This design comes from an exercise in tuning for small area on the open sky130 flow, not from production work. Function was checked by simulation only, so behaviour that the tests miss may differ from the original. No activity file was given, so power comes from the tool's default toggle rates.

[flow/flow/run.sh]
#!/bin/bash
# Layout: the standard flow with these changes:
#  - synthesis is the standard synthesis, except that ABC maps the logic with the
#    area-oriented script flow/abc_map.script and adders are left to ABC rather than
#    mapped to full/half-adder cells first (registers are mapped before ABC runs, so
#    they are the same as the standard synthesis's);
#  - the port buffers are buf_1 cells (every input and output port still gets one);
#  - the clock tree is built from clkbuf_4 over sink clusters of at most 10;
#  - the clock tree gets no dummy loads.
# Logs: synth.log and standard.log here, and ORFS's per-step logs under orfs/logs.
set -euo pipefail
rm -rf scripts_abc
cp -r "$FLOW_HOME/scripts" scripts_abc
cp flow/abc_map.script scripts_abc/abc_speed.script
bash standard.sh "SCRIPTS_DIR=$PWD/scripts_abc" "ADDER_MAP_FILE=" synth > synth.log 2>&1
CTS="-sink_clustering_enable -repair_clock_nets -dont_use_dummy_load"
CTS="$CTS -buf_list {sky130_fd_sc_hd__clkbuf_4}"
CTS="$CTS -sink_clustering_size 10 -sink_clustering_max_diameter 40"
bash standard.sh "CTS_ARGS=$CTS" "BUFFER_PORTS_ARGS=-buffer_cell sky130_fd_sc_hd__buf_1" finish > standard.log 2>&1
[flow/flow/abc_map.script]
strash
dc2
dch -f
amap -F 3 -A 8
strash
dc2
dch -f
amap -F 3 -A 8
topo
[flow/standard.sh]
#!/bin/bash
# synth_recipe.tcl (not shown) runs the flow's synth.tcl, then flattens the netlist and writes it again
# the make line also repeats each setting of config.mk as NAME=value (left out here)
make -C /OpenROAD-flow-scripts/flow DESIGN_CONFIG=/design/flow/config.mk WORK_HOME=/design/flow/orfs CLKGATE_MAP_FILE= SYNTH_SCRIPT=/design/flow/synth_recipe.tcl "${@:-finish}"
[flow/config.mk]
export PLATFORM = sky130hd
export DESIGN_NAME = Dmac_Top
export DESIGN_NICKNAME = Dmac_Top
export VERILOG_FILES = /design/flow/design.v
export SDC_FILE = /design/flow/constraint.sdc
export NUM_CORES = 4
export LEC_CHECK = 0
export CAP_MARGIN = 10
export CORE_MARGIN = 2
export CORE_UTILIZATION = 60
export GPL_TIMING_DRIVEN = 0
export PLACE_DENSITY = 0.75
export SLEW_MARGIN = 10
[flow/constraint.sdc]
create_clock -name core_clock -period 10.0 [get_ports {clk}]
set_input_delay 2.0000 -clock core_clock [delete_from_list [all_inputs] [get_ports {clk}]]
set_output_delay 2.0000 -clock core_clock [all_outputs]
set_load 0.01 [all_outputs]
[flow/design.v]
module Fifo_Datapath (
    input  logic        clk,
    input  logic        rst,
    input  logic        wc_en,
    input  logic        rc_en,
    input  logic        rd_show,
    input  logic [31:0] Data_in,
    output logic [31:0] Data_out,
    output logic        full,
    output logic        fifo_empty
);
    localparam int DEPTH = 15;
    logic [31:0] Memory [DEPTH-1:0];
    logic [3:0]  count;
    logic        wr_ok, rd_ok;
    assign full       = (count == 4'd15);
    assign fifo_empty = (count == 4'd0);
    assign wr_ok      = wc_en && !full;
    assign rd_ok      = rc_en && !fifo_empty;
    always_ff @(posedge clk) begin
        if (wr_ok) begin
            Memory[0] <= Data_in;
            for (int i = 1; i < DEPTH; i++)
                Memory[i] <= Memory[i-1];
        end
    end
    always_ff @(posedge clk or posedge rst) begin
        if (rst)
            count <= 4'd0;
        else if (wr_ok != rd_ok)
            count <= wr_ok ? count + 4'd1 : count - 4'd1;
    end
    logic [3:0] sel;
    assign sel = rd_show ? count : 4'd0;
    always_comb begin
        Data_out = 32'b0;
        for (int i = 0; i < DEPTH; i++)
            Data_out = Data_out | (Memory[i] & {32{sel == 4'(i + 1)}});
    end
endmodule
module channel_ctrl(
    input  logic       clk,
    input  logic       rst,
    input  logic       channel_en,
    input  logic       readyIn,
    input  logic       fifo_full,
    input  logic       fifo_empty,
    input  logic       bsz,
    input  logic       tslb,
    input  logic       tsz,
    input  logic [1:0] M_HResp,
    output logic       irq,
    output logic [1:0] HTrans,
    output logic       write,
    output logic       b_sel, d_sel, t_sel, s_sel, h_sel,
    output logic       d_en, s_en, ts_en, burst_en, count_en, sz_en,
    output logic       rd_en, wr_en,
    output logic       trigger
);
    typedef enum logic [2:0] {
        DISABLED      = 3'b000,
        ENABLED       = 3'b001,
        READ_WAIT     = 3'b010,
        HOLD_READ     = 3'b011,
        WRITE_WAIT    = 3'b100,
        HOLD_WRITE    = 3'b101
    } state_t;
    localparam IDLE     = 2'b00;
    localparam BUSY     = 2'b01;
    localparam NON_SEQ  = 2'b10;
    localparam SEQ      = 2'b11;
    state_t current_state, next_state;
    always_ff @(posedge clk or posedge rst) begin
        if (rst)
            current_state <= DISABLED;
        else
            current_state <= next_state;
    end
    always_comb begin
        case (current_state)
            DISABLED: begin
                next_state = (channel_en) ? ENABLED : DISABLED;
            end
            ENABLED: begin
                next_state = tsz ? DISABLED : READ_WAIT;
            end
            READ_WAIT: begin
                if (!readyIn)
                    next_state = READ_WAIT;
                else if (!channel_en && readyIn) 
                    next_state = HOLD_READ;
                else if (channel_en && readyIn && !bsz && !M_HResp)
                    next_state = READ_WAIT;
                else if (channel_en && readyIn && bsz && (M_HResp == 0))
                    next_state = WRITE_WAIT;
                else
                    next_state = READ_WAIT;
            end
            HOLD_READ: begin
                if (channel_en && bsz) begin
                    next_state = WRITE_WAIT;
                end else if (channel_en && !bsz) begin
                    next_state = READ_WAIT;
                end else begin
                    next_state = HOLD_READ;
                end
            end
            WRITE_WAIT: begin
                if (!readyIn)
                    next_state = WRITE_WAIT;
                else if (channel_en && tsz && bsz)
                    next_state = DISABLED;
                else if (!channel_en && readyIn)
                    next_state = HOLD_WRITE; 
                else if (channel_en && readyIn && !bsz && (M_HResp == 0))
                    next_state = WRITE_WAIT; 
                else if (channel_en && readyIn && bsz && (M_HResp == 0))
                    next_state = READ_WAIT;
                else
                    next_state = WRITE_WAIT;
            end
            HOLD_WRITE: begin
                if (channel_en && !bsz) begin
                    next_state = WRITE_WAIT;
                end else if (channel_en && bsz) begin
                    if (tsz)
                        next_state = DISABLED;
                    else 
                        next_state = READ_WAIT;
                end else begin
                    next_state = HOLD_WRITE;
                end
            end
            default: next_state = current_state;
        endcase
    end
    always_comb begin
        irq       = 0;
        b_sel     = 0;
        d_sel     = 0;
        t_sel     = 0;
        s_sel     = 0;
        h_sel     = 0;
        d_en      = 0;
        s_en      = 0;
        ts_en     = 0;
        burst_en  = 0;
        count_en  = 0;
        sz_en     = 0;
        rd_en     = 0;
        wr_en     = 0;
        trigger   = 0;
        write     = 0;
        HTrans    = IDLE;
        case (current_state)
            DISABLED: begin
                if (channel_en) begin
                    t_sel     = 1;
                    d_sel     = 1;
                    s_sel     = 1;
                    burst_en  = 1;
                    s_en      = 1;
                    d_en      = 1;
                    sz_en     = 1;
                    ts_en     = 1;
                    HTrans    = IDLE;
                end
            end
            ENABLED: begin
                if (tsz) begin
                    irq = 1;
                end else if (channel_en) begin
                    write = 0;
                    count_en  = 1;
                    s_en = 1;
                    HTrans    = NON_SEQ;
                end
            end
            READ_WAIT: begin
                if (!readyIn && bsz) begin
                    write     = 0;
                    HTrans    = BUSY;
                    h_sel = 1;
                end else if (!readyIn && !bsz) begin
                    write = 0;
                    HTrans = BUSY;
                end else if (!channel_en && readyIn) begin
                    wr_en = 1;
                    HTrans = IDLE;
                end else if (channel_en && readyIn && (M_HResp == 0) && !bsz)  begin
                    write     = 0;
                    wr_en     = 1;
                    count_en  = 1;
                    s_en      = 1;
                    HTrans    = SEQ;
                end else if (channel_en && bsz && (M_HResp == 0) && readyIn)  begin
                    wr_en = 1;
                    ts_en = 1;
                    count_en = 1;
                    write    = 1;
                    h_sel    = 1;
                    d_en     = 1;
                    HTrans    = NON_SEQ;
                end
            end
            HOLD_READ: begin
                if (channel_en && !bsz) begin
                    count_en = 1;
                    s_en     = 1;
                    HTrans   = SEQ;
                end else if (channel_en && bsz) begin
                    ts_en = 1;
                    write = 1;
                    h_sel = 1;
                    d_en = 1;
                    count_en = 1;
                    HTrans = NON_SEQ;
                end else
                    HTrans = IDLE;
            end
            WRITE_WAIT: begin
                if (!readyIn && bsz) begin
                    write     = 1;
                    HTrans    = BUSY;
                    h_sel = 0;
                    trigger = 1;
                end else if (!readyIn && !bsz) begin
                    h_sel = 1;
                    trigger = 1;
                    HTrans = BUSY;
                    write = 1;
                end else if (!channel_en && readyIn) begin
                    rd_en = 1;
                    trigger = 1;
                    HTrans = IDLE;
                end else if (channel_en && tsz && bsz) begin
                    irq = 1;
                    rd_en = 1;
                    trigger = 1;
                    HTrans = IDLE;
                end else if (channel_en && readyIn && (M_HResp == 0) && !bsz) begin
                    h_sel = 1;
                    write = 1;
                    trigger = 1;
                    rd_en = 1;
                    d_en      =  1;
                    count_en  = 1;
                    HTrans    = SEQ;
                end
                else if (channel_en && readyIn && (M_HResp == 0) && !tslb && bsz) begin
                    h_sel = 0;
                    write = 0;
                    count_en  = 1;
                    s_en = 1;
                    trigger = 1;
                    rd_en = 1;
                    HTrans    = NON_SEQ;
                end else if (channel_en && readyIn && (M_HResp == 0) && tslb && bsz) begin
                    burst_en = 1;
                    b_sel = 1;
                    write = 0;
                    count_en  = 1;
                    s_en = 1;
                    h_sel = 0;
                    trigger = 1;
                    rd_en = 1;
                    HTrans    = NON_SEQ;
                end
            end
            HOLD_WRITE: begin
                if (channel_en && !bsz) begin
                    h_sel = 1;
                    write = 1;
                    d_en = 1;
                    count_en = 1;
                    HTrans = SEQ;
                end else if (channel_en && bsz) begin
                    if (tsz) begin
                        irq = 1;
                        HTrans = IDLE;
                    end else if (tslb) begin
                        burst_en = 1;
                        b_sel   = 1;
                        count_en = 1;
                        s_en = 1;
                        HTrans = NON_SEQ;
                    end else if (!tslb) begin
                        count_en = 1;
                        s_en = 1;
                        HTrans = NON_SEQ;
                    end
            end
        end
        endcase
    end
endmodule
module Dmac_Channel_Datapath (
    input  logic        clk,
    input  logic        rst,
    input  logic        s_sel,
    input  logic        d_sel,
    input  logic        b_sel,
    input  logic        t_sel,
    input  logic        s_en,
    input  logic        d_en,
    input  logic        ts_en,
    input  logic        burst_en,
    input  logic        count_en,
    input  logic        h_sel,
    input  logic        wr_en,
    input  logic        rd_en,
    input  logic        trigger,
    input  logic        out_en,
    input  logic [31:0] S_Address,
    input  logic [31:0] D_Address,
    input  logic [31:0] T_Size,
    input  logic [3:0]  B_Size,
    input  logic [31:0] R_Data,
    input  logic [1:0]  HSize,
    output logic        bs0,
    output logic        tslb,
    output logic        ts0,
    output logic        fifo_full,
    output logic        fifo_empty,
    output logic        started,
    output logic [31:0] MAddress,
    output logic [31:0] MWData,
    output logic [3:0]  MWStrb
);
    logic [31:0] Src_Addr, Dst_Addr, Transfer_Size;
    logic [3:0]  Burst_Size;
    logic [31:2] Incr_Addr;
    assign Incr_Addr = MAddress[31:2] + 30'd1;
    always_ff @(posedge clk or posedge rst) begin
        if (rst)
            started <= 1'b0;
        else if (s_en && s_sel)
            started <= 1'b1;
    end
    always_ff @(posedge clk) begin
        if (s_en)
            Src_Addr <= s_sel ? S_Address : {Incr_Addr, Src_Addr[1:0]};
    end
    always_ff @(posedge clk) begin
        if (d_en)
            Dst_Addr <= d_sel ? D_Address : {Incr_Addr, Dst_Addr[1:0]};
    end
    always_ff @(posedge clk) begin
        if (ts_en)
            Transfer_Size <= t_sel ? T_Size : Transfer_Size - {28'b0, Burst_Size};
    end
    always_ff @(posedge clk) begin
        if (burst_en)
            Burst_Size <= (B_Size == 4'd0 || b_sel) ? 4'd1 : B_Size;
    end
    assign tslb = (Transfer_Size[31:4] == 28'b0) && (Transfer_Size[3:0] < B_Size);
    assign ts0  = (Transfer_Size == 32'b0);
    logic [3:0] Decrement_Counter;
    always_ff @(posedge clk or posedge rst) begin
        if (rst)
            Decrement_Counter <= 4'b0;
        else if (count_en)
            Decrement_Counter <= bs0 ? (tslb ? 4'd0 : Burst_Size - 4'd1) : Decrement_Counter - 4'd1;
    end
    assign bs0 = (Decrement_Counter == 4'd0);
    assign MAddress = h_sel ? Dst_Addr : Src_Addr;
    Fifo_Datapath fifo_inst (
        .clk        (clk),
        .rst        (rst),
        .wc_en      (wr_en),
        .rc_en      (rd_en),
        .rd_show    (trigger && out_en),
        .Data_in    (R_Data),
        .Data_out   (MWData),
        .full       (fifo_full),
        .fifo_empty (fifo_empty)
    );
    always_comb begin
        MWStrb = 4'b0000;
        if (trigger) begin
            case (HSize)
                2'b00: MWStrb = 4'b0001 << Src_Addr[1:0];                    
                2'b01: MWStrb = (Src_Addr[1:0] == 2'b00) ? 4'b0011 :         
                                (Src_Addr[1:0] == 2'b10) ? 4'b1100 : 4'b0000;
                2'b10: MWStrb = 4'b1111;                                     
                default: MWStrb = 4'b0000;
            endcase
        end
    end
endmodule
module Dmac_Channel (
    input  logic        clk,
    input  logic        rst,
    input  logic        channel_en,
    input  logic        out_en,
    input  logic        readyIn,
    input  logic [1:0]  M_HResp,
    input  logic [31:0] S_Address,
    input  logic [31:0] D_Address,
    input  logic [31:0] T_Size,
    input  logic [3:0]  B_Size,
    input  logic [31:0] R_Data,
    input  logic [1:0]  HSize,
    output logic        irq,
    output logic        write,
    output logic [1:0]  HTrans,
    output logic        started,
    output logic [31:0] MAddress,
    output logic [31:0] MWData,
    output logic  [3:0] MWStrb
);
    logic s_sel, d_sel, b_sel, t_sel;
    logic s_en, d_en, ts_en, burst_en, count_en, sz_en;
    logic h_sel, rd_en, wr_en;
    logic fifo_full, fifo_empty;
    logic trigger;
    logic bs0, tslb, ts0;
    Dmac_Channel_Datapath datapath_inst (
        .clk         (clk),
        .rst         (rst),
        .s_sel       (s_sel),
        .d_sel       (d_sel),
        .b_sel       (b_sel),
        .t_sel       (t_sel),
        .s_en        (s_en),
        .d_en        (d_en),
        .ts_en       (ts_en),
        .burst_en    (burst_en),
        .count_en    (count_en),
        .h_sel       (h_sel),
        .wr_en       (wr_en),
        .rd_en       (rd_en),
        .trigger     (trigger),
        .out_en      (out_en),
        .S_Address   (S_Address),
        .D_Address   (D_Address),
        .T_Size      (T_Size),
        .B_Size      (B_Size),
        .R_Data      (R_Data),
        .HSize       (HSize),
        .bs0         (bs0),
        .tslb        (tslb),
        .ts0         (ts0),
        .fifo_full   (fifo_full),
        .fifo_empty  (fifo_empty),
        .started     (started),
        .MAddress    (MAddress),
        .MWData      (MWData),
        .MWStrb      (MWStrb)
    );
    channel_ctrl controller_inst (
        .clk         (clk),
        .rst         (rst),
        .channel_en  (channel_en),
        .readyIn     (readyIn),
        .fifo_full   (fifo_full),
        .fifo_empty  (fifo_empty),
        .bsz         (bs0),
        .tslb        (tslb),
        .tsz         (ts0),
        .M_HResp     (M_HResp),
        .irq         (irq),
        .HTrans      (HTrans),
        .write       (write),
        .b_sel       (b_sel),
        .d_sel       (d_sel),
        .t_sel       (t_sel),
        .s_sel       (s_sel),
        .h_sel       (h_sel),
        .d_en        (d_en),
        .s_en        (s_en),
        .ts_en       (ts_en),
        .burst_en    (burst_en),
        .count_en    (count_en),
        .rd_en       (rd_en),
        .wr_en       (wr_en),
        .trigger     (trigger)
    );
endmodule
module Dmac_Main_Ctrl(
    input  logic clk,
    input  logic rst,
    input  logic [1:0] DmacReq,
    input  logic con_new_sel,
    input  logic irq,
    input  logic Bus_Grant,
    input  logic C_config,
    output logic con_sel,
    output logic Bus_Req,
    output logic HReadyOut,
    output logic [1:0] S_HResp,
    output logic Interrupt,
    output logic con_en,
    output logic Channel_en_1, Channel_en_2,
    output logic hold,
    output logic [1:0] ReqAck
);
    typedef enum logic [1:0] {
        IDLE     = 2'b00,
        MSB_REQ  = 2'b01,
        LSB_REQ  = 2'b10,
        WAIT     = 2'b11
    } state_t;
    state_t current_state, next_state;
    always_ff @(posedge clk or posedge rst) begin
        if (rst)
            current_state <= IDLE;
        else
            current_state <= next_state;
    end
    always_comb begin
        hold         = 0;
        Bus_Req      = 0;
        Interrupt    = 0;
        con_en       = 0;
        con_sel      = 0;
        HReadyOut    = 0;
        ReqAck       = 2'b00;
        S_HResp      = 2'b00;
        next_state   = current_state;   
        case (current_state)
            IDLE: begin
                if (DmacReq[1] == 1'b1) begin
                    hold     = 1;
                    Bus_Req  = 1;
                    next_state = MSB_REQ;
                end else if (DmacReq == 2'b01) begin
                    hold     = 1;
                    Bus_Req  = 1;
                    next_state = LSB_REQ;
                end
            end
            MSB_REQ: begin
                if (!irq && ({C_config, Bus_Grant} == 2'b11)) begin
                    con_en       = 0;
                    con_sel      = 0;
                    ReqAck       = 2'b10;
                    next_state   = WAIT;
                end else if (irq && ({C_config, Bus_Grant} == 2'b11)) begin
                    Interrupt  = 1;
                    con_sel = 1;
                    next_state = IDLE;
                end else
                    Bus_Req = 1;
            end
            LSB_REQ: begin
                if (!irq && ({C_config, Bus_Grant} == 2'b11)) begin
                    con_en       = 1;
                    con_sel      = 1;
                    ReqAck       = 2'b01;
                    next_state   = WAIT;
                end else if (irq && ({C_config, Bus_Grant} == 2'b11)) begin
                    Interrupt  = 1;
                    con_sel = 1;
                    next_state = IDLE;
                end else
                    Bus_Req = 1;
            end
            WAIT: begin
                if (({Bus_Grant, con_new_sel} == 2'b00)) begin
                    next_state = MSB_REQ;
                    Bus_Req    = 1;
                end else if (({Bus_Grant, con_new_sel} == 2'b01)) begin
                    next_state = LSB_REQ;
                    Bus_Req    = 1;
                    con_sel    = 1;
                end else
                 if (!irq && !con_new_sel) begin
                    con_sel    = 0;
                    con_en     = 1;
                    next_state = WAIT;
                end else if (!irq && con_new_sel) begin
                    con_sel    = 1;
                    con_en     = 1;
                    next_state = WAIT;
                end else if (irq && ({Bus_Grant, con_new_sel} == 2'b10)) begin
                    Interrupt  = 1;
                    con_sel = con_new_sel;
                    next_state = IDLE;
                end else if (irq && ({Bus_Grant, con_new_sel} == 2'b11)) begin
                    Interrupt  = 1;
                    con_sel = con_new_sel;
                    next_state = IDLE;
                end
            end
        endcase
    end
    always_comb begin
        Channel_en_1 = 0;
        Channel_en_2 = 0;
        case (current_state)
            MSB_REQ: Channel_en_1 = C_config && Bus_Grant;
            LSB_REQ: Channel_en_2 = C_config && Bus_Grant;
            WAIT: begin
                Channel_en_1 = Bus_Grant && !con_new_sel;
                Channel_en_2 = Bus_Grant && con_new_sel;
            end
            default: ;
        endcase
    end
endmodule
module Dmac_Main_Datapath(
    input logic clk,
    input logic rst,
    input logic write,
    input logic HSel,
    input logic [1:0] STrans,  
    input logic channel_en_1,
    input logic channel_en_2,
    input logic [31:0] HWData,
    input logic [31:0] HAddr,
    input logic [31:0] MRData,
    input logic HReady,
    input logic [1:0] M_HResp,
    input logic con_en,
    input logic con_sel,
    output logic C_config,
    output logic irq,
    output logic con_new_sel,
    output logic [31:0] MAddress,
    output logic [31:0] MWData,
    output logic [3:0] MBurst_Size,
    output logic MWrite,
    output logic [3:0] MWStrb,
    output logic [1:0] MTrans
);
logic dmac_selected;
logic [3:0] decoded_address;
logic [31:0] Size_Reg, SAddr_Reg, DAddr_Reg;
logic [31:0] Ctrl_Reg;  
logic [5:2] latched_address;
logic latched_write, latched_sel;
logic latched_STrans;
assign  dmac_selected = latched_write && latched_STrans && latched_sel;
assign decoded_address = latched_address[5:2];
assign C_config = Ctrl_Reg[16];
always_ff @( posedge clk ) begin
    if (rst) begin
        latched_address <= 4'b0;
        latched_write <= 0;
        latched_STrans <= 1'b0;
        latched_sel <= 0;
    end else begin
        latched_address <= HAddr[5:2];
        latched_STrans <= STrans[1];
        latched_sel <= HSel;
        latched_write <= write;
    end
end
always_ff @(posedge clk or posedge rst) begin
    if (rst) begin
        Size_Reg <= 32'b0;
        SAddr_Reg <= 32'b0;
        DAddr_Reg <= 32'b0;
        Ctrl_Reg <= 32'b0;
    end
    else if (irq)
        Ctrl_Reg <= 32'b0;
    else if (dmac_selected) begin
        case (decoded_address)
            4'b0000: Size_Reg <=  HWData;
            4'b0001: SAddr_Reg <= HWData;
            4'b0010: DAddr_Reg <= HWData;
            4'b0011: Ctrl_Reg <=  HWData;
            default: ;
        endcase
    end
end
logic irq_1;
logic started_1;
logic write_1;
logic [1:0]  MTrans_1;
logic [31:0] MAddress_1;
logic [31:0] MWData_1;
logic [3:0] MWStrb_1;
Dmac_Channel channel_1 (
    .clk(clk),
    .rst(rst),
    .channel_en(channel_en_1),
    .out_en(!con_sel),
    .readyIn(HReady),
    .M_HResp(M_HResp),
    .S_Address(SAddr_Reg),
    .D_Address(DAddr_Reg),
    .T_Size(Size_Reg),
    .B_Size(Ctrl_Reg[3:0]),
    .R_Data(MRData),
    .HSize(Ctrl_Reg[5:4]),
    .irq(irq_1),
    .started(started_1),
    .write(write_1),
    .HTrans(MTrans_1),
    .MAddress(MAddress_1),
    .MWData(MWData_1),
    .MWStrb(MWStrb_1)
);
logic irq_2;
logic started_2;
logic write_2;
logic [1:0]  MTrans_2;
logic [31:0] MAddress_2;
logic [31:0] MWData_2;
logic [3:0] MWStrb_2;
Dmac_Channel channel_2 (
    .clk(clk),
    .rst(rst),
    .channel_en(channel_en_2),
    .out_en(con_sel),
    .readyIn(HReady),
    .M_HResp(M_HResp),
    .S_Address(SAddr_Reg),
    .D_Address(DAddr_Reg),
    .T_Size(Size_Reg),
    .B_Size(Ctrl_Reg[3:0]) ,
    .R_Data(MRData),
    .HSize(Ctrl_Reg[5:4]),
    .irq(irq_2),
    .started(started_2),
    .write(write_2),
    .HTrans(MTrans_2),
    .MAddress(MAddress_2),
    .MWData(MWData_2),
    .MWStrb(MWStrb_2)
);
assign MAddress = (MAddress_1 & {32{!con_sel && started_1}}) | (MAddress_2 & {32{con_sel && started_2}});
assign MWData = MWData_1 | MWData_2;  
assign MTrans = con_sel? MTrans_2 : MTrans_1;
assign MBurst_Size = Ctrl_Reg[3:0];
assign MWrite = con_sel? write_2 : write_1;
assign irq = irq_1 || irq_2; 
assign MWStrb = con_sel? MWStrb_2 : MWStrb_1;
always_ff @(posedge clk or posedge rst) begin
    if (rst) begin
        con_new_sel <= 0;
    end
    else if (con_en) begin
        con_new_sel <= con_sel;
    end
end
endmodule
module Dmac_Top (
    input  logic        clk,
    input  logic        rst,
    input  logic        write,
    input  logic        HSel,
    input  logic [1:0]  STrans,
    input  logic [31:0] HWData,
    input  logic [31:0] HAddr,
    input  logic [31:0] MRData,
    input  logic        HReady,
    input  logic [1:0]  M_HResp,
    output logic HReadyOut,
    output logic [1:0] S_HResp,
    input  logic [1:0]  DmacReq,      
    input  logic        Bus_Grant,   
    output logic [31:0] MAddress,
    output logic [31:0] MWData,
    output logic [3:0]  MBurst_Size,
    output logic        MWrite,
    output logic [1:0]  MTrans,
    output logic [3:0]  MWStrb,
    output logic        Bus_Req,
    output logic        Interrupt,
    output logic [1:0]  ReqAck
);
    logic con_sel, con_en, irq, con_new_sel, C_config;
    logic hold;
    logic channel_en_1, channel_en_2;
    Dmac_Main_Datapath datapath_inst (
        .clk            (clk),
        .rst            (rst),
        .write          (write),
        .HSel           (HSel),
        .STrans         (STrans),
        .channel_en_1   (channel_en_1),
        .channel_en_2   (channel_en_2),
        .HWData         (HWData),
        .HAddr          (HAddr),
        .MRData         (MRData),
        .HReady         (HReady),
        .M_HResp          (M_HResp),
        .con_en         (con_en),
        .con_sel        (con_sel),
        .C_config       (C_config),
        .irq            (irq),
        .con_new_sel    (con_new_sel),
        .MAddress       (MAddress),
        .MWData         (MWData),
        .MBurst_Size    (MBurst_Size),
        .MWrite         (MWrite),
        .MTrans         (MTrans),
        .MWStrb         (MWStrb)
    );
    Dmac_Main_Ctrl controller_inst (
        .clk            (clk),
        .rst            (rst),
        .DmacReq        (DmacReq),
        .con_new_sel    (con_new_sel),
        .irq            (irq),
        .Bus_Grant      (Bus_Grant),
        .C_config       (C_config),
        .con_sel        (con_sel),
        .HReadyOut      (HReadyOut),
        .S_HResp          (S_HResp),
        .Bus_Req        (Bus_Req),
        .Interrupt      (Interrupt),
        .con_en         (con_en),
        .Channel_en_1   (channel_en_1),
        .Channel_en_2   (channel_en_2),
        .hold           (hold),
        .ReqAck         (ReqAck)
    );
endmodule
==> results of run 1 <==
==> flip-flops by register name (all words and copies together) (netlist names), 4 cells and up <==
register	count
datapath_inst.channel_1.datapath_inst.Dst_Addr	32
datapath_inst.channel_2.datapath_inst.fifo_inst.Memory	480
datapath_inst.Ctrl_Reg	7
datapath_inst.channel_1.datapath_inst.Decrement_Counter	4
datapath_inst.DAddr_Reg	32
datapath_inst.Size_Reg	32
datapath_inst.channel_1.datapath_inst.Burst_Size	4
datapath_inst.channel_1.datapath_inst.fifo_inst.count	4
datapath_inst.channel_1.datapath_inst.Transfer_Size	32
datapath_inst.channel_2.datapath_inst.Src_Addr	32
datapath_inst.channel_1.datapath_inst.fifo_inst.Memory	480
datapath_inst.channel_2.datapath_inst.Burst_Size	4
datapath_inst.channel_2.datapath_inst.Transfer_Size	32
datapath_inst.latched_address	4
datapath_inst.channel_2.datapath_inst.Dst_Addr	32
datapath_inst.channel_2.datapath_inst.fifo_inst.count	4
datapath_inst.channel_1.datapath_inst.Src_Addr	32
datapath_inst.channel_2.datapath_inst.Decrement_Counter	4
datapath_inst.SAddr_Reg	32
==> worst max-delay path, cell delays in order (launching register included) <==
cell      delay [ps]
edfxtp_1         470
nor4_1           540
nand4_1          190
nand4b_1         380
nor3_2           370
clkinv_1         140
nor2_1           170
clkinv_1         100
nor2_1           170
clkinv_1         120
a21oi_1          330
nor3_1           180
o21ai_0          180
nor2_1           180
a211oi_1         620
buf_4            280
clkinv_1         220
nor4_2           930
buf_4            330
buf_6            160
buf_4            170
a22oi_1           80
nand3_1           90
a221oi_1          60
nand4_1          150
buf_1            170
==> worst min path at each step <==
stage,startpoint,end,slack [ps]
after floorplan,flop,flop,420
after global placement,flop,flop,430
after detailed placement,flop,flop,430
after CTS,flop,flop,360
after global routing,flop,flop,360
final,flop,flop,370
==> through the flow <==
stage,cell area [µm²],TNS [ps],instances,util [%],hold WS [ps]
2_1_floorplan,49600,-201810,3247,-,421
3_5_place_dp,54300,-85320,4604,66.3,432
3_3_place_gp,51500,-4732920,4474,62.9,428
4_1_cts,55800,0,4779,68.1,357
6_report,55900,0,4793,68.3,365
5_1_grt,55900,-873,4793,68.3,359
==> logic make-up after synthesis <==
logic type	after synthesis
compound gates	933
buf+inv	257
flops	1297
other cells	1
simple gates	757
==> cell usage after synthesis (20+ instances only) <==
cell type	instances	area share [%]
edfxtp_1	1160	70
clkinv_1	248	1.9
o22ai_1	234	3.0
nand2_1	228	1.7
o21ai_0	179	1.8
a222oi_1	176	3.6
nor2_1	175	1.3
a22oi_1	143	2.2
dfrtp_1	130	6.6
nand3_1	104	1.1
a21oi_1	86	0.87
nand4_1	58	0.73
or2_0	58	0.73
nor3_1	38	0.38
a221oi_1	29	0.51
or3_1	23	0.29
nor4_1	20	0.25
or4_1	20	0.30
==> final cells by class <==
cell class,count,share of cell area (%)
Antenna cell,8,0.0358
Buffer,9,0.107
Clock buffer,160,2.15
Inverter,248,1.82
Multi-Input combinational cell,1693,19.3
Sequential cell,1297,68.4
Tap cell,1070,2.39
Timing Repair Buffer,306,5.79
Timing Repair inverter,2,0.0313
==> where the power goes <==
part	leakage, µW	switching, µW	total [µW]	internal [µW]
Clock	0.000736	1620	2350	736
Combinational	0.00530	247	362	116
Sequential	0.0119	30.7	5910	5880
==> metal layers <==
layer  up-vias  share of wire, %  track usage (%)
li1      14200                 -                -
met3       435                14             7.43
met1     16300                37             44.7
met2      2609                45             47.4
met4         2               4.4             13.4
met5         -            0.0096                0
==> timing repair <==
item	CTS	global route
pin swaps	3	9
setup buffers	13	6
gates cloned	2	0
gates resized for setup	42	55
endpoints found under the setup margin	64	50
==> flow_metrics.tcl, run 1 <==
set metrics [dict create \
    status "no timing/DRC/antenna violations" \
    ios 190 \
    r2r_end "datapath_inst.channel_2.datapath_inst.Dst_Addr[31]$_DFFE_PP_" \
    syn2layout_area_growth_pct 13.1 \
    routed_wl_um 135000 \
    antenna_left 0 \
    rsz0062_at_grt "yes" \
    htree_levels 4 \
    die-height_um 291 \
    cts_tree "yes" \
    clk_latency_ps 1100 \
    reg2reg_slack_ps 530 \
    skew_ps 158 \
    synth_top_family_by_area "compound AO/OA/AOI/OAI gates" \
    vias 33600 \
    drtIter0Drc 5673 \
    postSynthCellCount 3245 \
    path_max_fanout 6 \
    multi_input_area_um2 10800 \
    hold_path_class "reg2reg" \
    syn_area_per_cell_um2 15.2 \
    synth_seq_cells 1297 \
    critical_path_required_ps 8000 \
    period_share_pct 97.9 \
    relSlewSlack_pct 20.4 \
    drc 0 \
    synthAdderAreaFrac_pct 0 \
    layout-drive-gt1-share_pct 11.5 \
    fp.dieArea_um2 84700 \
    final_cell_mix "edfxtp_1 (1,160), clkinv_1 (232), o22ai_1 (230)" \
    cts_made_buffers 160 \
    finalHoldViolCount 0 \
    netlist-cell-type-count 47 \
    cp-endpoint "MWData[16]" \
    slew_violations 0 \
    start_kind "flop" \
    cts_hold_buf 0 \
    grt_pass1_wl_um 199000 \
    synth_xor_xnor_area_share_pct 0 \
    grt_antenna_before_repair 5 \
    clk_path_buf_depth 3 \
    synth-compound-area-share_pct 13.4 \
    fin_ws_ps 210 \
    max_cap_viol_count 0 \
    seq_area_um2 38200 \
    dpl_worst_slack_ps -2980 \
    ff2ff_path_depth 37 \
    total_power_uw 8630 \
    p_leak_uw 0.0180 \
    yosys_warnings 6 \
    critPathKind "reg2out" \
    power_density_nw_per_um2 154 \
    vias_per_cell 7.01 \
    grt_pass1_vias 32300 \
    whs_path_depth 0 \
    nFillCells 5351 \
    clkSlewWorstSetupHoldPaths_ps 110 \
    synthMuxAreaShare_pct 0 \
    grt_util_all_layers_pct 31.5 \
    post_drt_wl_per_cell_um 28.1 \
    dp_hpwl_um 86400 \
    overflow 0 \
    worstMarginPinSlew_ps 1190 \
    cp_data_arrival_time_ps 7790 \
    root_buffer "clkbuf_4" \
    cts.sinks 1297 \
    nets 3825 \
    row_count 105 \
    ir_worst_vdd_v 0.0000931 \
    core_area_um2 81800 \
    synth-edff-count 1160 \
    ys.flop_type "edfxtp_1" \
    initial_core_util_pct 60.4 \
    synth_area_um2 49400 \
    synth_seq_area_share_pct 77.3 \
    endpoint_kind "output port" \
    synth_async_sr_flop_share_pct 10.0 \
    yosys.area_share.simple_pct 7.30 \
    clock.fmax_mhz 102 \
    period_minus_slack_ps 9790 \
    layout_commonest_cell "edfxtp_1" \
    die-width_um 291 \
    io_buffers 157 \
    setup_viol 0 \
    place.gp.congestion 0.863 \
    grt_max_degree 120 \
    drt-pass1-iter-count 7 \
]
==> run 2, diff against run 1 <==
--- a/flow/config.mk
+++ b/flow/config.mk
@@ -8,6 +8,5 @@
 export CAP_MARGIN = 10
 export CORE_MARGIN = 2
 export CORE_UTILIZATION = 60
-export GPL_TIMING_DRIVEN = 0
 export PLACE_DENSITY = 0.75
 export SLEW_MARGIN = 10
==> flow_metrics.tcl, run 2 <==
set metrics [dict create \
    grt_pass1_vias 32200 \
    endpoint_kind "output port" \
    layout_commonest_cell "edfxtp_1" \
    row_count 105 \
    final_cell_mix "edfxtp_1 (1,160), clkinv_1 (240), o22ai_1 (234)" \
    initial_core_util_pct 60.4 \
    root_buffer "clkbuf_4" \
    ff2ff_path_depth 36 \
    drc 0 \
    clkSlewWorstSetupHoldPaths_ps 110 \
    max_cap_viol_count 0 \
    clk_path_buf_depth 3 \
    skew_ps 170 \
    ir_worst_vdd_v 0.000129 \
    dp_hpwl_um 80200 \
    rsz0062_at_grt "no" \
    io_buffers 157 \
    htree_levels 4 \
    path_max_fanout 17 \
    finalHoldViolCount 0 \
    fin_ws_ps 453 \
    vias_per_cell 6.94 \
    r2r_end "datapath_inst.channel_2.datapath_inst.Dst_Addr[31]$_DFFE_PP_" \
    reg2reg_slack_ps 1100 \
    synthMuxAreaShare_pct 0 \
    cts.sinks 1297 \
    cts_tree "yes" \
    syn2layout_area_growth_pct 9.70 \
    synth_top_family_by_area "compound AO/OA/AOI/OAI gates" \
    place.gp.congestion 0.931 \
    yosys.area.top_type "edfxtp_1" \
    critical_path_required_ps 8000 \
    critPathKind "reg2out" \
    status "no timing/DRC/antenna violations" \
    cts_made_buffers 165 \
    synth_most_common_cell "edfxtp_1" \
    synth-edff-count 1160 \
    start_kind "flop" \
    reg_top3 "datapath_inst.channel_1.datapath_inst.fifo_inst.Memory (480), datapath_inst.channel_2.datapath_inst.fifo_inst.Memory (480)" \
    die-height_um 291 \
    netlist-cell-type-count 47 \
    yosys.area_share.simple_pct 7.30 \
    ys_top_cells_by_area "edfxtp_1 (70%), dfrtp_1 (6.6%), a222oi_1 (3.6%)" \
    period_minus_slack_ps 9550 \
    holdWs_ps 380 \
    grt_max_degree 193 \
    clock.fmax_mhz 105 \
    whs_path_depth 0 \
    yosys_warnings 6 \
    grt_pass1_wl_um 196000 \
    drt-pass1-iter-count 9 \
    overflow 0 \
    synth_async_sr_flop_share_pct 10.0 \
    instances_no_fill 4793 \
    layout-drive-gt1-share_pct 10.2 \
    die-width_um 291 \
    synth-compound-area-share_pct 13.4 \
    synth_xor_xnor_area_share_pct 0 \
    drtIter0Drc 5550 \
    synth_seq_cells 1297 \
    syn_area_per_cell_um2 15.2 \
    ys.flop_type "edfxtp_1" \
    synth_seq_area_share_pct 77.3 \
    synth_area_um2 49400 \
    grt_antenna_before_repair 6 \
    p_leak_uw 0.0175 \
    nets 3829 \
    setup_viol 0 \
    cp_data_arrival_time_ps 7550 \
    dpl_worst_slack_ps -357 \
    synthAdderAreaFrac_pct 0 \
    dp_cells 4624 \
    synth.top_cells.by_count "edfxtp_1 (1,160), clkinv_1 (248), o22ai_1 (234)" \
    antenna_left 0 \
    clk_latency_ps 1050 \
    grt_util_all_layers_pct 31.0 \
    ios 190 \
    core_area_um2 81800 \
    yosysTopAreaCellShare_pct 70.4 \
    fp.dieArea_um2 84700 \
    routed_wl_um 133000 \
    relSlewSlack_pct 18.1 \
    vias 33300 \
    nFillCells 5707 \
    cts_setup_buffers 0 \
    power_density_nw_per_um2 159 \
    hold_path_class "reg2reg" \
    period_share_pct 95.5 \
    slew_violations 0 \
    worstMarginPinSlew_ps 1220 \
    postSynthCellCount 3245 \
    post_drt_wl_per_cell_um 27.7 \
]
==> run 2: cell counts after synthesis <==
No cell type changed its count.
==> run 2: stage by stage <==
stage	total power, µW	util [%]	area (µm²)	TNS, ps
detailed placement	6380	64.7	53000	-3170
floorplan	6220	-	49600	-201810
global placement	6370	64.7	53000	-1580
finish	8640	66.3	54200	0
global route	8910	66.3	54200	0
CTS	8680	66.3	54200	0
==> run 2: cell families (layout without fill, tap and decap cells) <==
logic type             after synthesis  count (layout)
buffers and inverters              257             729
flip-flops                        1297            1297
AND/OR/NAND/NOR                    757             757
AO/OA/AOI/OAI                      933             933
other                                1               7
==> run 2: repair_timing <==
item / in CTS / in global routing
hold buffers: 0 / 0
resized for setup: 0 / 3
setup endpoints to repair: 0 / 2
==> run 2: worst max-delay path by stage <==
stage | startpoint | to | slack, ps | cells past startpoint
2_1_floorplan | M_HResp[1] | flop | -1160 | 9
3_3_place_gp | Bus_Grant | datapath_inst.channel_2.datapath_inst.Src_Addr[31]$_DFFE_PP_ | -250 | 39
3_5_place_dp | Bus_Grant | datapath_inst.channel_2.datapath_inst.Dst_Addr[31]$_DFFE_PP_ | -360 | 39
4_1_cts | flop | MWData[29] | 520 | 21
5_1_grt | Bus_Grant | datapath_inst.channel_1.datapath_inst.Src_Addr[31]$_DFFE_PP_ | 40 | 40
6_report | flop | MWData[2] | 450 | 21
==> run 2: where the power goes <==
part | total, µW | switching (µW) | internal, µW
Clock | 2390 | 1630 | 758
Combinational | 348 | 245 | 103
Sequential | 5910 | 31.2 | 5880
==> run 2: metal layers <==
metal	GRT usage [%]	part of all wire, %	vias up
met5	0	0.035	-
met3	7.60	14	364
li1	-	-	14200
met1	44.3	37	16200
met2	46.7	45	2471
met4	11.5	3.7	8
==> run 2: area by class of cell <==
class                           count  area (µm²)  area share, %
Inverter                          248         966           1.78
Sequential cell                  1297       38200           70.5
Antenna cell                        4        10.0         0.0185
Timing Repair Buffer              316        1870           3.45
Tap cell                         1070        1340           2.47
Clock buffer                      165        1240           2.28
Multi-Input combinational cell   1693       10600           19.5
==> run 2: critical path, stage by stage (launching register included) <==
cell	delay, ps
edfxtp_1	450
or4_1	510
or3_1	410
or4_1	520
nor3_1	630
o31ai_1	190
a21oi_1	340
nor3_1	150
o21ai_0	170
nor2_1	50
buf_4	160
o211ai_1	80
buf_4	200
clkinv_1	230
nand3_1	430
nor2_4	280
buf_4	340
a222oi_1	300
nand2_1	90
a2111oi_0	540
nand4b_1	270
buf_1	190
==> run 3, diff against run 2 <==
--- a/flow/design.v
+++ b/flow/design.v
@@ -337,17 +337,30 @@
         else if (s_en && s_sel)
             started <= 1'b1;
     end
+    logic ld_s, st_s, hd_s, ld_d, st_d, hd_d, ld_t, st_t, hd_t;
+    assign ld_s = s_en && s_sel;
+    assign st_s = s_en && !s_sel;
+    assign hd_s = !s_en;
+    assign ld_d = d_en && d_sel;
+    assign st_d = d_en && !d_sel;
+    assign hd_d = !d_en;
+    assign ld_t = ts_en && t_sel;
+    assign st_t = ts_en && !t_sel;
+    assign hd_t = !ts_en;
     always_ff @(posedge clk) begin
-        if (s_en)
-            Src_Addr <= s_sel ? S_Address : {Incr_Addr, Src_Addr[1:0]};
+        Src_Addr <= (S_Address & {32{ld_s}})
+                  | ({Incr_Addr, Src_Addr[1:0]} & {32{st_s}})
+                  | (Src_Addr & {32{hd_s}});
     end
     always_ff @(posedge clk) begin
-        if (d_en)
-            Dst_Addr <= d_sel ? D_Address : {Incr_Addr, Dst_Addr[1:0]};
+        Dst_Addr <= (D_Address & {32{ld_d}})
+                  | ({Incr_Addr, Dst_Addr[1:0]} & {32{st_d}})
+                  | (Dst_Addr & {32{hd_d}});
     end
     always_ff @(posedge clk) begin
-        if (ts_en)
-            Transfer_Size <= t_sel ? T_Size : Transfer_Size - {28'b0, Burst_Size};
+        Transfer_Size <= (T_Size & {32{ld_t}})
+                       | ((Transfer_Size - {28'b0, Burst_Size}) & {32{st_t}})
+                       | (Transfer_Size & {32{hd_t}});
     end
     always_ff @(posedge clk) begin
         if (burst_en)
==> flow_metrics.tcl, run 3 <==
set metrics [dict create \
    overflow 0 \
    synth-edff-count 968 \
    layout_commonest_cell "edfxtp_1" \
    start_kind "flop" \
    clk_latency_ps 1080 \
    place_area_um2 52300 \
    period_share_pct 97.6 \
    ys.flop_type "edfxtp_1" \
    postSynthCellCount 3354 \
    nets 3972 \
    power_density_nw_per_um2 167 \
    worstMarginPinSlew_ps 1180 \
    internal_power_uw 6860 \
    pwr-share-comb_pct 6.9 \
    reg_top3 "datapath_inst.channel_1.datapath_inst.fifo_inst.Memory (480), datapath_inst.channel_2.datapath_inst.fifo_inst.Memory (480)" \
    place.gp.congestion 0.912 \
    cp_data_arrival_time_ps 7760 \
    die-height_um 288 \
    path_cells "or4_1 -> or3_1 -> nor2_1 -> nand2_1 -> nor3_1 -> clkinv_1 -> nor3_1 -> o21a_1 -> nor3_1 -> nor2_1 -> nor3_1 -> clkinv_1 -> o311ai_1 -> clkinv_1 -> nand3_1 -> nor2_4 -> buf_4 -> a222oi_1 -> nand3_1 -> nand3b_1 -> nand4bb_1 -> buf_1" \
    grt_util_all_layers_pct 31.6 \
    vias_per_cell 6.89 \
    clock.fmax_mhz 102 \
    grt_max_degree 216 \
    cts_hold_buf 0 \
    syn2layout_area_growth_pct 11.1 \
    antenna_left 0 \
    routed_wl_um 133000 \
    core_area_um2 80300 \
    synth_seq_cells 1297 \
    cts_tree "yes" \
    skew_ps 170 \
    ir_worst_vdd_v 0.000120 \
    die-width_um 288 \
    period_minus_slack_ps 9760 \
    critical_path_required_ps 8000 \
    p_leak_uw 0.0176 \
    path_max_fanout 15 \
    max_cap_viol_count 0 \
    endpoint_kind "output port" \
    clkSlewWorstSetupHoldPaths_ps 100 \
    final_area_um2 53800 \
    vias 34000 \
    relSlewSlack_pct 20.8 \
    pwr-share-clk_pct 26.6 \
    critPathKind "reg2out" \
    root_buffer "clkbuf_4" \
    slowest_delay_ps 800 \
    layout-drive-gt1-share_pct 12.5 \
    row_count 104 \
    grt_antenna_before_repair 6 \
    yosys_warnings 6 \
    initial_core_util_pct 60.4 \
    clk_path_buf_depth 3 \
    fp.dieArea_um2 83100 \
    ys_top_cells_by_area "edfxtp_1 (60%), dfxtp_1 (8.2%), a222oi_1 (6.7%)" \
    syn_area_per_cell_um2 14.5 \
    drt-pass1-iter-count 13 \
    io_buffers 157 \
    final_cell_mix "edfxtp_1 (968), clkinv_1 (359), a222oi_1 (326)" \
    dpl_worst_slack_ps -847 \
    p_seq_share_pct 66.5 \
    switching_share_pct 23.7 \
    drc 0 \
    nFillCells 5580 \
    synth_seq_area_share_pct 74.9 \
    setup_viol 0 \
    dp_hpwl_um 79400 \
    grt_pass1_vias 32200 \
    htree_levels 4 \
    yosysTopAreaCellShare_pct 60.0 \
    grt_pass1_wl_um 195000 \
    post_drt_wl_per_cell_um 27.0 \
    ios 190 \
    finalHoldViolCount 0 \
    crit_top_cell "nor3_1" \
    synth.top_cells.by_count "edfxtp_1 (968), clkinv_1 (374), a222oi_1 (326)" \
    cts.sinks 1297 \
    status "no timing/DRC/antenna violations" \
    power.switching_uw 2130 \
    hold_path_class "reg2reg" \
    yosys.area.top_type "edfxtp_1" \
    slew_violations 0 \
    drtIter0Drc 6142 \
    total_power_uw 8990 \
    synth_async_sr_flop_share_pct 10.0 \
    crit_slowest_cell "nor2_4" \
    synth_area_um2 48500 \
    netlist-cell-type-count 50 \
    fin_ws_ps 236 \
    synth_most_common_cell "edfxtp_1" \
    cts_made_buffers 165 \
]
-- run 3: cell count changes after synthesis, sizes merged, moves of 48 or more --
cell,change
clkinv,+126
o21ai,-58
nand3,-62
dfxtp,+192
o22ai,-63
nor2,+51
a21oi,+48
edfxtp,-192
a222oi,+150
-- run 3: stage by stage --
stage | TNS [ps] | utilization (%) | instances | hold slack, ps
2_1_floorplan | -20.5 | - | 3356 | 421
3_3_place_gp | -6730 | 65.2 | 4743 | 426
3_5_place_dp | -10590 | 65.2 | 4743 | 431
4_1_cts | 0 | 66.7 | 4908 | 377
5_1_grt | -435 | 67.0 | 4926 | 370
6_report | 0 | 67.1 | 4928 | 351
-- run 3: routing by layer --
metal	vias to the layer above	global-route usage (%)	part of all wire [%]
li1	14700	-	-
met1	16400	44.4	36
met2	2549	48.1	45
met3	356	7.76	14
met4	6	12.3	3.7
met5	-	0	0.029
-- run 3: worst paths after layout --
check                      slack, ps  from                                                          to  cells past startpoint
setup reg to reg                1050  flop  datapath_inst.channel_1.datapath_inst.Dst_Addr[30]$_DFF_P_                     68
setup / recovery                 240  flop                                                   MWData[7]                     22
hold / removal                   350  flop                                                        flop                      0
max in group asynchronous       7400   rst                     datapath_inst.DAddr_Reg[19]$_DFFE_PP0P_                      3
hold reg to reg                  350  flop                                                        flop                      0
min in group asynchronous       1250   rst                       datapath_inst.Ctrl_Reg[0]$_DFFE_PP0P_                      2
-- run 3: kinds of logic after synthesis --
| logic type | Yosys count | synth area share, % |
|---|---|---|
| AND/OR/NAND/NOR | 674 | 6.40 |
| XOR/XNOR | 1 | 0.0181 |
| buffers and inverters | 381 | 3.00 |
| AO/OA/AOI/OAI | 1000 | 15.7 |
| flip-flops | 1297 | 74.9 |
| other | 1 | 0.00774 |
-- run 3: power groups by stage --
stage          Sequential [µW]  Combinational (µW)  Clock, µW
2_1_floorplan             6070                 415          0
3_3_place_gp              6090                 585          0
3_5_place_dp              6090                 604          0
4_1_cts                   5970                 606       2420
5_1_grt                   5990                 686       2620
6_report                  5980                 620       2390
-- run 3: repair_timing --
| action | in CTS | in global routing |
|---|---|---|
| resized for setup | 0 | 49 |
| buffers inserted | 0 | 12 |
| setup endpoints to repair | 0 | 26 |
-- run 3: layout make-up --
| cell class | count | area [µm²] | share of cell area [%] |
|---|---|---|---|
| clock buffers | 165 | 1240 | 2.30 |
| repair buffers | 346 | 2220 | 4.13 |
| diodes | 6 | 15.0 | 0.0279 |
| well taps | 1060 | 1330 | 2.46 |
| inverters | 374 | 1460 | 2.70 |
| flip-flops and latches | 1297 | 36300 | 67.4 |
| multi-input cells | 1680 | 11300 | 20.9 |
-- run 3: worst max-delay path: cells and delay by family, from the launching register on --
kind                   cells  cell delay, ps
AOI/OAI and AO/OA          3             640
buffers and inverters      5            1270
DFF                        1             340
and+or+nand+nor           14            4470
==> run 4, diff against run 3 <==
--- a/flow/design.v
+++ b/flow/design.v
@@ -17,26 +17,28 @@
     assign fifo_empty = (count == 4'd0);
     assign wr_ok      = wc_en && !full;
     assign rd_ok      = rc_en && !fifo_empty;
-    always_ff @(posedge clk) begin
-        if (wr_ok) begin
-            Memory[0] <= Data_in;
-            for (int i = 1; i < DEPTH; i++)
-                Memory[i] <= Memory[i-1];
+    logic [3:0] wpos;
+    assign wpos = count - {3'b0, rd_ok};
+    logic [DEPTH-1:0] ld, sh, hd;
+    always_comb begin
+        for (int i = 0; i < DEPTH; i++) begin
+            ld[i] = wr_ok && (wpos == 4'(i));
+            sh[i] = rd_ok && !ld[i];
+            hd[i] = !rd_ok && !ld[i];
         end
     end
+    always_ff @(posedge clk) begin
+        for (int i = 0; i < DEPTH - 1; i++)
+            Memory[i] <= (Data_in & {32{ld[i]}}) | (Memory[i+1] & {32{sh[i]}}) | (Memory[i] & {32{hd[i]}});
+        Memory[DEPTH-1] <= (Data_in & {32{ld[DEPTH-1]}}) | (Memory[DEPTH-1] & {32{hd[DEPTH-1]}});
+    end
     always_ff @(posedge clk or posedge rst) begin
         if (rst)
             count <= 4'd0;
         else if (wr_ok != rd_ok)
             count <= wr_ok ? count + 4'd1 : count - 4'd1;
     end
-    logic [3:0] sel;
-    assign sel = rd_show ? count : 4'd0;
-    always_comb begin
-        Data_out = 32'b0;
-        for (int i = 0; i < DEPTH; i++)
-            Data_out = Data_out | (Memory[i] & {32{sel == 4'(i + 1)}});
-    end
+    assign Data_out = Memory[0] & {32{rd_show && !fifo_empty}};
 endmodule
 module channel_ctrl(
     input  logic       clk,
--- a/flow/config.mk
+++ b/flow/config.mk
@@ -7,6 +7,6 @@
 export LEC_CHECK = 0
 export CAP_MARGIN = 10
 export CORE_MARGIN = 2
-export CORE_UTILIZATION = 60
-export PLACE_DENSITY = 0.75
+export CORE_UTILIZATION = 55
+export PLACE_DENSITY = 0.65
 export SLEW_MARGIN = 10
==> flow_metrics.tcl, run 4 <==
set metrics [dict create \
    status "no timing/DRC/antenna violations" \
    max_cap_viol_count 0 \
    netlist-cell-type-count 46 \
    yosys.area.top_type "dfxtp_1" \
    antenna_left 0 \
    ys.flop_type "dfxtp_1" \
    relSlewSlack_pct 19.7 \
    synth_async_sr_flop_share_pct 10.0 \
    fp.dieArea_um2 90100 \
    critPathKind "reg2out" \
    nets 5476 \
    overflow 0 \
    endpoint_kind "output port" \
    syn_area_per_cell_um2 9.90 \
    place.gp.congestion 0.863 \
    period_share_pct 93.1 \
    synth-compound-area-share_pct 28.7 \
    start_kind "flop" \
    dp_cells 6345 \
    p_leak_uw 0.0194 \
    grt_util_all_layers_pct 31.2 \
    yosys.area_share.simple_pct 4.72 \
    worstMarginPinSlew_ps 1200 \
    skew_ps 127 \
    clk_latency_ps 1140 \
    grt_pass1_wl_um 223000 \
    critical_path_required_ps 8000 \
    drt-pass1-iter-count 15 \
    postSynthCellCount 4869 \
    final_cell_mix "clkinv_1 (1,401), dfxtp_1 (1,159), a222oi_1 (1,017)" \
    root_buffer "clkbuf_4" \
    top_layer "met4" \
    die-width_um 300 \
    synth_seq_area_share_pct 55.4 \
    power_density_nw_per_um2 164 \
    ios 190 \
    synth_most_common_cell "clkinv_1" \
    synthAdderAreaFrac_pct 0 \
    route.met3.wl_um 15500 \
    hold_path_class "reg2reg" \
    clkSlewWorstSetupHoldPaths_ps 100 \
    io_buffers 157 \
    holdWs_ps 397 \
    row_count 108 \
    layout_commonest_cell "clkinv_1" \
    synth_area_um2 48200 \
    cts_made_buffers 170 \
    total_power_uw 8780 \
    routed_wl_um 144000 \
    reg_top3 "datapath_inst.channel_1.datapath_inst.fifo_inst.Memory (480), datapath_inst.channel_2.datapath_inst.fifo_inst.Memory (480)" \
    yosys_warnings 6 \
    cp_data_arrival_time_ps 7310 \
    cts.sinks 1297 \
    slew_violations 0 \
    synth_xor_xnor_area_share_pct 0.0363 \
    die-height_um 300 \
    path_max_fanout 17 \
    met2WireLength_um 58600 \
    nFillCells 7493 \
    period_minus_slack_ps 9310 \
    synth-edff-count 8 \
    vias_per_cell 6.46 \
    synth_seq_cells 1297 \
    clock.fmax_mhz 107 \
    core_area_um2 86900 \
    drc 0 \
    finalHoldViolCount 0 \
    post_drt_wl_per_cell_um 22.1 \
    grt_max_degree 178 \
    ys_top_cells_by_area "dfxtp_1 (48%), a222oi_1 (21%), clkinv_1 (11%)" \
    layout-drive-gt1-share_pct 10.0 \
    grt_pass1_vias 37400 \
    m1WireLength_um 66800 \
    yosysTopAreaCellShare_pct 48.1 \
    cts_hold_buf 0 \
    instances_no_fill 6530 \
    drtIter0Drc 7521 \
    cts_tree "yes" \
    setup_viol 0 \
    initial_core_util_pct 55.5 \
    synth_top_family_by_area "compound AO/OA/AOI/OAI gates" \
    vias 42200 \
    syn2layout_area_growth_pct 11.0 \
    synth.top_cells.by_count "clkinv_1 (1,420), dfxtp_1 (1,159), a222oi_1 (1,017)" \
    clk_path_buf_depth 3 \
    fin_tns_setup_ps 0 \
    ir_worst_vdd_v 0.000119 \
    htree_levels 4 \
    synthMuxAreaShare_pct 0 \
    dp_hpwl_um 90500 \
    grt_antenna_before_repair 2 \
]
## run 4: changes by cell type in the layout (fill, tap and decap cells not counted), moves of 32 or more
cell | previous run | this run
a222oi_1 | 326 | 1017
a22oi_1 | 116 | 9
buf_1 | 157 | 125
clkbuf_2 | 0 | 32
clkinv_1 | 359 | 1401
dfxtp_1 | 199 | 1159
edfxtp_1 | 968 | 8
nand2_1 | 191 | 112
nand4_1 | 58 | 3
nor2_2 | 60 | 101
o22ai_1 | 168 | 275
## run 4: routing by layer
metal	vias up	global-route usage, %
met2	2100	42.5
li1	19800	-
met4	0	9.50
met5	-	0
met3	220	5.33
met1	20100	49.6
## run 4: cell type report
type                            instances  area, µm²  area share (%)
Antenna cell                            9       22.5          0.0421
Multi-Input combinational cell       2147      16700            31.2
Inverter                             1420       5350            9.99
Clock buffer                          170       1280            2.38
Timing Repair Buffer                  332       2030            3.79
Sequential cell                      1297      26700            49.9
Tap cell                             1155       1450            2.70
## run 4: report_power, final
group,internal (µW),switching [µW]
sequential,5450,196
combinational,291,426
clock,780,1640
## run 4: worst paths after layout
| check | cells past startpoint | slack [ps] | start | to |
|---|---|---|---|---|
| max in group asynchronous | 3 | 7410 | rst | datapath_inst.SAddr_Reg[31]$_DFFE_PP0P_ |
| max reg2reg | 64 | 1120 | flop | datapath_inst.channel_1.datapath_inst.Dst_Addr[30]$_DFF_P_ |
| min reg2reg | 2 | 400 | flop | flop |
| max | 19 | 690 | flop | MWData[27] |
| min | 2 | 400 | flop | flop |
| min in group asynchronous | 2 | 1230 | rst | asynchronous set/reset pin |
## run 4: metrics by stage
step	util [%]	instance area [µm²]	worst slack [ps]
finish	61.6	53500	685
global route	61.6	53500	-6.14
CTS	61.3	53200	35.5
detailed placement	59.8	51900	-1280
global placement	59.8	51900	-1200
floorplan	-	48400	-8570
## run 4: cells by family after synthesis
family	count (synthesis)
AO/OA/AOI/OAI	1624
XOR/XNOR	2
buffers and inverters	1427
flip-flops	1297
other	1
AND/OR/NAND/NOR	518
## run 4: repair_timing
action                                  CTS  global route
buffers inserted                          0             5
pin swaps                                 1            16
endpoints found under the setup margin    4            32
gates resized for setup                   6            82
cloned                                    0             1
## run 4: worst max-delay path: stages, from the launching register on
cell	delay, ps
dfxtp_1	350
or4_1	520
or2_0	270
or4_1	510
or3_1	420
nor3_1	270
buf_4	210
nand3_1	210
nor2_4	210
clkinv_1	100
o221ai_1	330
clkinv_1	160
o21ai_0	350
clkinv_1	280
a211oi_1	520
clkinv_1	250
or2_2	570
buf_4	310
o22ai_1	180
buf_1	180
==> run 5, diff against run 4 <==
--- a/flow/config.mk
+++ b/flow/config.mk
@@ -7,6 +7,6 @@
 export LEC_CHECK = 0
 export CAP_MARGIN = 10
 export CORE_MARGIN = 2
-export CORE_UTILIZATION = 55
-export PLACE_DENSITY = 0.65
+export CORE_UTILIZATION = 66
+export PLACE_DENSITY = 0.8
 export SLEW_MARGIN = 10
==> flow_metrics.tcl, run 5 <==
set metrics [dict create \
    nFillCells 5515 \
    start_kind "flop" \
    die-width_um 274 \
    yosys.area.top_type "dfxtp_1" \
    ys_top_cells_by_area "dfxtp_1 (48%), a222oi_1 (21%), clkinv_1 (11%)" \
    slew_violations 0 \
    ir_worst_vdd_v 0.000146 \
    synth_seq_cells 1297 \
    setup_viol 0 \
    reg_top3 "datapath_inst.channel_1.datapath_inst.fifo_inst.Memory (480), datapath_inst.channel_2.datapath_inst.fifo_inst.Memory (480)" \
    clk_latency_ps 1070 \
    routed_wl_um 140000 \
    yosys_warnings 6 \
    synth.top_cells.by_count "clkinv_1 (1,420), dfxtp_1 (1,159), a222oi_1 (1,017)" \
    max_cap_viol_count 0 \
    initial_core_util_pct 66.4 \
    grt_pass1_wl_um 218000 \
    fp.dieArea_um2 75200 \
    period_share_pct 93.4 \
    cts_hold_buf 0 \
    reg2reg_slack_ps 1040 \
    place.gp.congestion 0.904 \
    synth-edff-count 8 \
    hold_path_class "reg2reg" \
    synth_area_um2 48200 \
    dp_hpwl_um 88100 \
    nets 5472 \
    layout_commonest_cell "clkinv_1" \
    drt-pass1-iter-count 15 \
    io_buffers 157 \
    p_leak_uw 0.0193 \
    antenna_left 0 \
    fin_tns_setup_ps 0 \
    finalHoldViolCount 0 \
    post_drt_wl_per_cell_um 22.1 \
    worstMarginPinSlew_ps 1260 \
    cts.sinks 1297 \
    power_density_nw_per_um2 163 \
    critical_path_required_ps 8000 \
    root_buffer "clkbuf_4" \
    multi_input_area_um2 16700 \
    fin_ws_ps 660 \
    period_minus_slack_ps 9340 \
    overflow 0 \
    grt_pass1_vias 39100 \
    layout-drive-gt1-share_pct 9.96 \
    dp_cells 6152 \
    synth_async_sr_flop_share_pct 10.0 \
    critPathKind "reg2out" \
    netlist-cell-type-count 46 \
    vias 43300 \
    ys.flop_type "dfxtp_1" \
    post-route-util_pct 73.3 \
    postSynthCellCount 4869 \
    synth_most_common_cell "clkinv_1" \
    clock.fmax_mhz 107 \
    grt_util_all_layers_pct 36.3 \
    drc 0 \
    die-height_um 274 \
    status "no timing/DRC/antenna violations" \
    yosysTopAreaCellShare_pct 48.1 \
    instances_no_fill 6328 \
    seq_area_um2 26700 \
    cts_tree "yes" \
    syn2layout_area_growth_pct 10.4 \
    core_area_um2 72600 \
    grt_antenna_before_repair 3 \
    cts_made_buffers 159 \
    cp_data_arrival_time_ps 7340 \
    htree_levels 4 \
    endpoint_kind "output port" \
    relSlewSlack_pct 15.9 \
    dpl_worst_slack_ps -1330 \
    drtIter0Drc 8997 \
    path_max_fanout 32 \
    clk_path_buf_depth 3 \
    grt_max_degree 230 \
    syn_area_per_cell_um2 9.90 \
    final_cell_mix "clkinv_1 (1,401), dfxtp_1 (1,159), a222oi_1 (1,017)" \
    synth_seq_area_share_pct 55.4 \
    clkSlewWorstSetupHoldPaths_ps 100 \
    vias_per_cell 6.85 \
    skew_ps 140 \
    row_count 99 \
    ios 190 \
]
==> run 5: cell counts after synthesis <==
Identical to the previous run, type by type.
==> run 5: routing by layer <==
metal	track usage, %	share of wire (%)
met1	54.9	41
met2	51.2	42
met3	6.08	13
met4	14.9	3.8
met5	0	0.011
==> run 5: power by group <==
group	switching [µW]	internal [µW]	total, µW
Clock	1590	731	2330
Combinational	425	291	716
Sequential	200	5450	5650
Total	2220	6470	8690
==> run 5: stage by stage <==
stage | cell area (µm²) | total power (µW) | hold slack [ps]
2_1_floorplan | 48400 | 6160 | 425
3_3_place_gp | 51700 | 6410 | 435
3_5_place_dp | 51700 | 6450 | 442
4_1_cts | 52900 | 8700 | 417
5_1_grt | 53200 | 9020 | 441
6_report | 53200 | 8690 | 431
==> run 5: path summary, 6_finish.rpt <==
path	cells after the start	from	endpoint
max	20	flop	MWData[22]
min	2	flop	flop
max reg2reg	67	flop	datapath_inst.channel_1.datapath_inst.Dst_Addr[30]$_DFF_P_
min reg2reg	2	flop	flop
max in group asynchronous	3	rst	datapath_inst.SAddr_Reg[26]$_DFFE_PP0P_
min in group asynchronous	2	rst	asynchronous set/reset pin
==> run 5: cells by family after synthesis <==
kind of cell           after synthesis  synth area share (%)
AO/OA/AOI/OAI                     1624                  28.7
AND/OR/NAND/NOR                    518                  4.72
XOR/XNOR                             2                0.0363
flip-flops                        1297                  55.4
buffers and inverters             1427                  11.2
other                                1               0.00778
==> run 5: area by class of cell <==
class,instances,share of cell area (%)
flip-flops and latches,1297,50.2
multi-input cells,2147,31.4
inverters,1420,10.1
repair buffers,339,3.91
well taps,959,2.25
clock buffers,159,2.24
diodes,7,0.0329
==> run 5: timing repair <==
| item | CTS | global route |
|---|---|---|
| gates cloned | 1 | 0 |
| pin swaps | 4 | 17 |
| buffers inserted | 0 | 6 |
| hold endpoints to repair | 0 | 0 |
| setup endpoints to repair | 9 | 33 |
| resized for setup | 12 | 73 |
==> run 5: critical path, cell delays in order, from the launching register on <==
cell      delay [ps]
dfxtp_1          350
or4_1            520
or2_0            270
or4_1            510
or3_1            420
nor3_2           510
nand3_1          300
nor2_4           230
clkinv_1         100
o221ai_1         170
buf_4            250
clkinv_1         110
o21ai_0          190
buf_4            190
clkinv_1         160
a211oi_1         600
clkinv_1         310
or2_1            290
buf_4            270
o22ai_1          320
buf_1            190
==> run 6, diff against run 5 <==
--- a/flow/config.mk
+++ b/flow/config.mk
@@ -7,6 +7,6 @@
 export LEC_CHECK = 0
 export CAP_MARGIN = 10
 export CORE_MARGIN = 2
-export CORE_UTILIZATION = 66
-export PLACE_DENSITY = 0.8
+export CORE_UTILIZATION = 60
+export PLACE_DENSITY = 0.75
 export SLEW_MARGIN = 10
==> flow_metrics.tcl, run 6 <==
set metrics [dict create \
    status "no timing/DRC/antenna violations" \
    p_leak_uw 0.0194 \
    yosys_warnings 6 \
    grt_max_degree 233 \
    period_share_pct 96.4 \
    clk_path_buf_depth 3 \
    final_area_um2 53300 \
    max_cap_viol_count 0 \
    synth_seq_area_share_pct 55.4 \
    dp_hpwl_um 87800 \
    nets 5480 \
    start_kind "flop" \
    power.switching_uw 2230 \
    internal_power_uw 6490 \
    relSlewSlack_pct 16.1 \
    dpl_worst_slack_ps -1270 \
    yosys.area.top_type "dfxtp_1" \
    slew_violations 0 \
    grt_pass1_vias 38700 \
    period_minus_slack_ps 9640 \
    fin_tns_setup_ps 0 \
    drc 0 \
    synth-edff-count 8 \
    clock.fmax_mhz 104 \
    pwr-share-comb_pct 8.2 \
    cts_made_buffers 163 \
    io_buffers 157 \
    synth_area_um2 48200 \
    fin_ws_ps 362 \
    critical_path_required_ps 8000 \
    pwr-share-clk_pct 27.1 \
    crit_slowest_cell "nor3_1" \
    yosysTopAreaCellShare_pct 48.1 \
    clkSlewWorstSetupHoldPaths_ps 100 \
    ys_top_cells_by_area "dfxtp_1 (48%), a222oi_1 (21%), clkinv_1 (11%)" \
    reg_top3 "datapath_inst.channel_1.datapath_inst.fifo_inst.Memory (480), datapath_inst.channel_2.datapath_inst.fifo_inst.Memory (480)" \
    drt-pass1-iter-count 15 \
    synth_async_sr_flop_share_pct 10.0 \
    layout_commonest_cell "clkinv_1" \
    ios 190 \
    layout-drive-gt1-share_pct 10.1 \
    endpoint_kind "output port" \
    clk_latency_ps 1070 \
    final_cell_mix "clkinv_1 (1,399), dfxtp_1 (1,159), a222oi_1 (1,017)" \
    place_area_um2 51800 \
    vias 42800 \
    htree_levels 4 \
    routed_wl_um 140000 \
    power_density_nw_per_um2 163 \
    finalHoldViolCount 0 \
    hold_path_class "reg2reg" \
    fp.dieArea_um2 82700 \
    path_buf_inv 8 \
    syn_area_per_cell_um2 9.90 \
    grt_antenna_before_repair 1 \
    cp_top_family "simple AND/OR/NAND/NOR gates" \
    cts_tree "yes" \
    core_area_um2 79300 \
    p_seq_share_pct 64.8 \
    critPathKind "reg2out" \
    post-route-util_pct 67.3 \
    drtIter0Drc 8612 \
    setup_viol 0 \
    slowest_delay_ps 910 \
    vias_per_cell 6.67 \
    cts.sinks 1297 \
    path_max_fanout 32 \
    total_power_uw 8710 \
    antenna_left 0 \
    die-width_um 288 \
    post_drt_wl_per_cell_um 21.8 \
]
## run 6: cell counts after synthesis
Identical to the previous run, type by type.
## run 6: per-stage QoR
step	hold slack, ps	instances
after CTS	397	6412
after global placement	435	6249
final	429	6421
after floorplan	425	4871
after detailed placement	443	6249
after global routing	423	6421
## run 6: power groups by stage
stage | clock network [µW] | registers, µW | logic, µW
after detailed placement | 0 | 5750 | 695
after global routing | 2620 | 5670 | 783
after floorplan | 0 | 5680 | 478
final | 2360 | 5640 | 712
after global placement | 0 | 5740 | 668
after CTS | 2410 | 5630 | 699
## run 6: final timing paths
path	endpoint	cells past startpoint	start	slack, ps
worst max-delay path	MWData[4]	20	flop	360
worst min-delay path	flop	2	flop	430
worst max register to register	datapath_inst.channel_1.datapath_inst.Dst_Addr[31]$_DFF_P_	67	flop	1260
worst min register to register	flop	2	flop	430
max in group asynchronous	datapath_inst.Size_Reg[29]$_DFFE_PP0P_	3	rst	7320
min in group asynchronous	datapath_inst.DAddr_Reg[4]$_DFFE_PP0P_	2	rst	1260
## run 6: area by class of cell
| cell class | instances | area (µm²) |
|---|---|---|
| Antenna cell | 1 | 2.50 |
| Clock buffer | 163 | 1220 |
| Fill cell | 6362 | 25900 |
| Inverter | 1420 | 5350 |
| Multi-Input combinational cell | 2147 | 16700 |
| Sequential cell | 1297 | 26700 |
| Tap cell | 1050 | 1310 |
| Timing Repair Buffer | 343 | 2070 |
## run 6: metal layers
layer | global-route usage (%) | part of all wire [%]
met5 | 0 | 0
met2 | 46.2 | 41
met3 | 5.83 | 13
met4 | 13.3 | 3.5
met1 | 50.7 | 43
## run 6: logic make-up (layout without fill, tap and decap cells)
kind of cell	Yosys count	count (layout)	share of synthesized area [%]
buffers and inverters	1427	1926	11.2
AO/OA/AOI/OAI	1624	1624	28.7
AND/OR/NAND/NOR	518	518	4.72
flip-flops	1297	1297	55.4
XOR/XNOR	2	2	0.0363
other	1	4	0.00778
## run 6: tightest hold or removal path: cells and delay by family, from the launching register on
| family | cells | cell delay [ps] |
|---|---|---|
| buffers and inverters | 1 | 50 |
| DFF | 1 | 360 |
| AOI/OAI and AO/OA | 1 | 90 |
## run 6: what timing repair did
| action | in CTS | in global routing |
|---|---|---|
| endpoints found under the hold margin | 0 | 0 |
| resized for setup | 6 | 79 |
| setup endpoints to repair | 4 | 28 |
| hold buffers | 0 | 0 |
| pin swaps | 0 | 16 |
| setup buffers | 0 | 6 |

Setup slack of run 6, layout unchanged: 0.362 ns with ideal ports, 0.298 ns with driving cells assumed (clock clkbuf_16, inputs buf_2), -0.228 ns with port delays also shifted by the 1.067 ns mid clock arrival.
